Background: an optimization exercise with open tools, aiming at small area. Do not read the settings as production practice.
Function was checked by simulation only, so behaviour that the tests miss may differ from the original.
Power figures rest on the tool's default switching activity, not on a simulated workload. No driver is modelled on the clock port, so clocking that relies on it looks cheaper here than on a real chip.

== exp/indigo ==
==> flow/design.v (excerpt) <==
module trapezoidal_filter
(
	input SYS_CLK ,
	input RESET_N ,
	input signed [13:0] DATA_IN ,
	output signed [13:0] DATA_OUT ,
	output OVERFLOW
) ;
	localparam HD = 375;	 
	localparam SD = 28;	 
	reg [8:0] n;
	always @(negedge RESET_N or posedge SYS_CLK)
		if (!RESET_N) n <= 9'd0;
		else if (n != HD) n <= n + 9'd1;
	reg [13:0] H [0:HD-1];
	integer i;
	always @(posedge SYS_CLK) begin
		H[0] <= DATA_IN;
		for (i = 1; i < HD; i = i + 1) H[i] <= H[i-1];
	end
	wire [13:0] xa = (n >= 9'd3)    ? H[2]    : 14'd0;
	wire [13:0] xb = (n == HD)      ? H[HD-1] : 14'd0;
	wire [13:0] ya = (n >= 9'd2)    ? H[1]    : 14'd0;
	wire [13:0] yb = (n >= HD - 1)  ? H[HD-2] : 14'd0;
	wire [14:0] En;
	reg  [14:0] E;
	sub_e u_e (.A(ya), .B(yb), .D(En));
	always @(negedge RESET_N or posedge SYS_CLK)
		if (!RESET_N) E <= 15'd0;
		else E <= En;
	wire [5:0] rb;
	rem_b u_r (.B(xb[5:0]), .P(~xb[13]), .R(rb));
	reg  [9:0]  WL;
	reg  [16:0] WH;
	reg         cW;
	wire [9:0]  WLn;
	wire [16:0] WHn;
	wire        cWn;
  ...
Size in the first run: about 6400 cells after synthesis, roughly 5800 flip-flops, ~31 I/O pins.
export LEC_CHECK = 0
export CAP_MARGIN = 20
export CORE_MARGIN = 2
export CORE_UTILIZATION = 60
export SLEW_MARGIN = 20
create_clock -name core_clock -period 10.0 [get_ports {SYS_CLK}]
standard.sh (not shown) runs the stock make flow with config.mk's settings and CLKGATE_MAP_FILE= SYNTH_SCRIPT=/design/flow/synth_recipe.tcl, a recipe that flattens the netlist after the stock synthesis.
==> flow/flow/run.sh <==
#!/bin/bash
set -euo pipefail
export CTS_ARGS="-sink_clustering_enable -repair_clock_nets -buf_list sky130_fd_sc_hd__clkbuf_4 -root_buf sky130_fd_sc_hd__clkbuf_16 -sink_clustering_buffer sky130_fd_sc_hd__buf_12 -dont_use_dummy_load -sink_clustering_size 32 -sink_clustering_max_diameter 70"
export BUFFER_PORTS_ARGS="-buffer_cell sky130_fd_sc_hd__buf_1"
export SYNTH_ARGS="-noabc"
bash standard.sh > flow_make.log 2>&1
The following lists how exp/lagoon was set up differently from exp/indigo:
==> flow/flow/run.sh <==
#!/bin/bash
set -euo pipefail
export CTS_ARGS="-sink_clustering_enable -repair_clock_nets -buf_list sky130_fd_sc_hd__clkbuf_4 -root_buf sky130_fd_sc_hd__clkbuf_16 -sink_clustering_buffer sky130_fd_sc_hd__clkbuf_16 -dont_use_dummy_load -sink_clustering_size 35 -sink_clustering_max_diameter 70"
export BUFFER_PORTS_ARGS="-buffer_cell sky130_fd_sc_hd__buf_1"
export SYNTH_ARGS="-noabc"
bash standard.sh > flow_make.log 2>&1
Findings:
- exp/lagoon finished every step from synthesis to the final layout, and the layout passed the timing, design-rule and antenna checks.
- As far as post-cts resize count goes, exp/indigo and exp/lagoon are indistinguishable; the numbers are identical.
- Summary of exp/lagoon over exp/indigo: setup slack after layout now sits lower; met3 demand-to-capacity share in global routing barely changed; fmax level.
- On power, exp/indigo and exp/lagoon are neck and neck.
The following lists how exp/raven was set up differently from exp/lagoon:
==> flow/flow/run.sh <==
#!/bin/bash
set -euo pipefail
export CTS_ARGS="-sink_clustering_enable -repair_clock_nets -buf_list sky130_fd_sc_hd__clkbuf_16 -root_buf sky130_fd_sc_hd__clkbuf_16 -sink_clustering_buffer sky130_fd_sc_hd__clkbuf_16 -dont_use_dummy_load -sink_clustering_size 35 -sink_clustering_max_diameter 70"
export BUFFER_PORTS_ARGS="-buffer_cell sky130_fd_sc_hd__buf_1"
export SYNTH_ARGS="-noabc"
bash standard.sh > flow_make.log 2>&1
==> comparison <==
- Utilization delta (exp/raven -> exp/lagoon): insignificant
- Comparing exp/raven against exp/lagoon, there is no change at all in post-synthesis sequential element count.
- For part of the cycle the worst path needs, exp/raven and exp/lagoon come out practically identical.
- exp/raven vs. exp/lagoon: internal power rose by about 1%; final total power grew by 0.89%.
Inputs modified between exp/raven and exp/delta:
==> flow/flow/run.sh <==
#!/bin/bash
set -euo pipefail
export CTS_ARGS="-sink_clustering_enable -repair_clock_nets -buf_list sky130_fd_sc_hd__clkbuf_16 -root_buf sky130_fd_sc_hd__clkbuf_16 -sink_clustering_buffer sky130_fd_sc_hd__clkbuf_16 -dont_use_dummy_load -sink_clustering_size 35 -sink_clustering_max_diameter 70"
export BUFFER_PORTS_ARGS="-buffer_cell sky130_fd_sc_hd__buf_1"
bash standard.sh > flow_make.log 2>&1
--- outcome ---
Summary of exp/delta over exp/raven: critical path depth +8, maximum number of pins on one net before global-route repair saw a decrease, worst setup skew after layout grew by 0.012 ns, cell-internal power roughly the same.
Comparing core utilization of the finished layout for exp/raven and exp/delta, the smaller number came from exp/delta.
Going from exp/raven to exp/delta, register share of the cell area shrinks by 0.37 points.
As of exp/delta, first-pass GRT wire length had risen slightly compared to exp/raven.
Per the comparison of exp/delta with exp/raven, number of non-clock buffers in the layout went down 1; synthesized area went up about 0.36%.
Setup changes, exp/delta to exp/tundra
- DONT_USE_CELLS newly set to sky130_fd_sc_hd__ha_1
==> flow/flow/run.sh <==
#!/bin/bash
set -euo pipefail
export CTS_ARGS="-sink_clustering_enable -repair_clock_nets -buf_list sky130_fd_sc_hd__clkbuf_4 -root_buf sky130_fd_sc_hd__clkbuf_16 -sink_clustering_buffer sky130_fd_sc_hd__buf_12 -dont_use_dummy_load -sink_clustering_size 32 -sink_clustering_max_diameter 70"
export BUFFER_PORTS_ARGS="-buffer_cell sky130_fd_sc_hd__buf_1"
export SYNTH_ARGS="-noabc"
echo "export DONT_USE_CELLS = sky130_fd_sc_hd__ha_1" >> config.mk
bash standard.sh > flow_make.log 2>&1
Results
Global-route usage essentially unchanged between exp/delta and exp/tundra.
The flow did not stop early for exp/tundra: all stages ran, and the layout cleared the timing, design-rule and antenna checks.
exp/tundra vs. exp/delta: worst setup timing slack at the placement stage now sits lower, post-synthesis compound-gate area fraction about even.
Of exp/tundra and exp/delta, exp/tundra shows the higher total number of multi-input combinational cells, with exp/delta below it.

job 101:
trapezoidal_filter again, from the RTL that the note above started with.
export LEC_CHECK = 0
export CAP_MARGIN = 20
export CORE_MARGIN = 2
export CORE_UTILIZATION = 60
export SLEW_MARGIN = 20
export DONT_USE_CELLS = sky130_fd_sc_hd__ha_1
create_clock -name core_clock -period 10.0 [get_ports {SYS_CLK}]
==> flow/flow/run.sh <==
#!/bin/bash
set -euo pipefail
export CTS_ARGS="-sink_clustering_enable -repair_clock_nets -buf_list sky130_fd_sc_hd__clkbuf_4 -root_buf sky130_fd_sc_hd__clkbuf_16 -sink_clustering_buffer sky130_fd_sc_hd__buf_12 -dont_use_dummy_load -sink_clustering_size 34 -sink_clustering_max_diameter 70"
export BUFFER_PORTS_ARGS="-buffer_cell sky130_fd_sc_hd__buf_1"
export SYNTH_ARGS="-noabc"
echo "export DONT_USE_CELLS = sky130_fd_sc_hd__ha_1" >> config.mk
bash standard.sh > flow_make.log 2>&1
Job 101 completed every stage of the flow, and the final layout passed the timing, design-rule and antenna checks.
diff inputs: job 101 => job 102
Settings: DONT_USE_CELLS no longer set, was sky130_fd_sc_hd__ha_1.
==> flow/flow/run.sh <==
#!/bin/bash
set -euo pipefail
export CTS_ARGS="-sink_clustering_enable -repair_clock_nets -buf_list sky130_fd_sc_hd__clkbuf_16 -root_buf sky130_fd_sc_hd__clkbuf_16 -sink_clustering_buffer sky130_fd_sc_hd__clkbuf_16 -dont_use_dummy_load -sink_clustering_size 35 -sink_clustering_max_diameter 70"
bash standard.sh > flow_make.log 2>&1
--- outcome ---
Job 101 has higher actual slew at the worst max-slew pin than job 102.
Cell count, job 102 and job 101: lower on job 101
Job 102 vs job 101: portion of the clock cycle consumed by the worst path in the final layout down
Number of filler cells placed in the layout, job 102 and job 101: smaller value in job 101
On combinational share of power, the lower figure sits with job 102, not job 101.

## what the ideal ports hide
Ports are ideal in the flow. The routed layouts listed here were re-timed in OpenROAD.
Step 1 sets driving cells, clkbuf_16 on the clock port and buf_2 on the other inputs (assumed; they add their load-dependent delay and slew).
Step 2 moves the port delays by t, midway between the first and last clock arrival at a register: inputs arrive t later, outputs are due t later. That takes back most of the time a late clock gives input paths.
a / b / c = ideal / step 1 / step 2; a / b = the first two.
run | shift t [ns] | slack for setup (ns) | clock arrival spread, ns
exp/indigo | 1.058 | 1.575 / 1.575 / 1.575 | 0.138 / 0.138
exp/lagoon | 1.041 | 1.561 / 1.561 / 1.561 | 0.135 / 0.136
exp/raven | 0.875 | 1.572 / 1.572 / 1.572 | 0.088 / 0.088
exp/delta | 0.873 | 2.340 / 2.340 / 2.340 | 0.107 / 0.108
exp/tundra | 1.013 | 1.751 / 1.751 / 1.751 | 0.202 / 0.202
job 101 | 1.013 | 1.809 / 1.809 / 1.809 | 0.208 / 0.208
job 102 | 0.865 | 2.388 / 2.388 / 2.388 | 0.106 / 0.106
After both steps setup and hold are still met in every run listed.
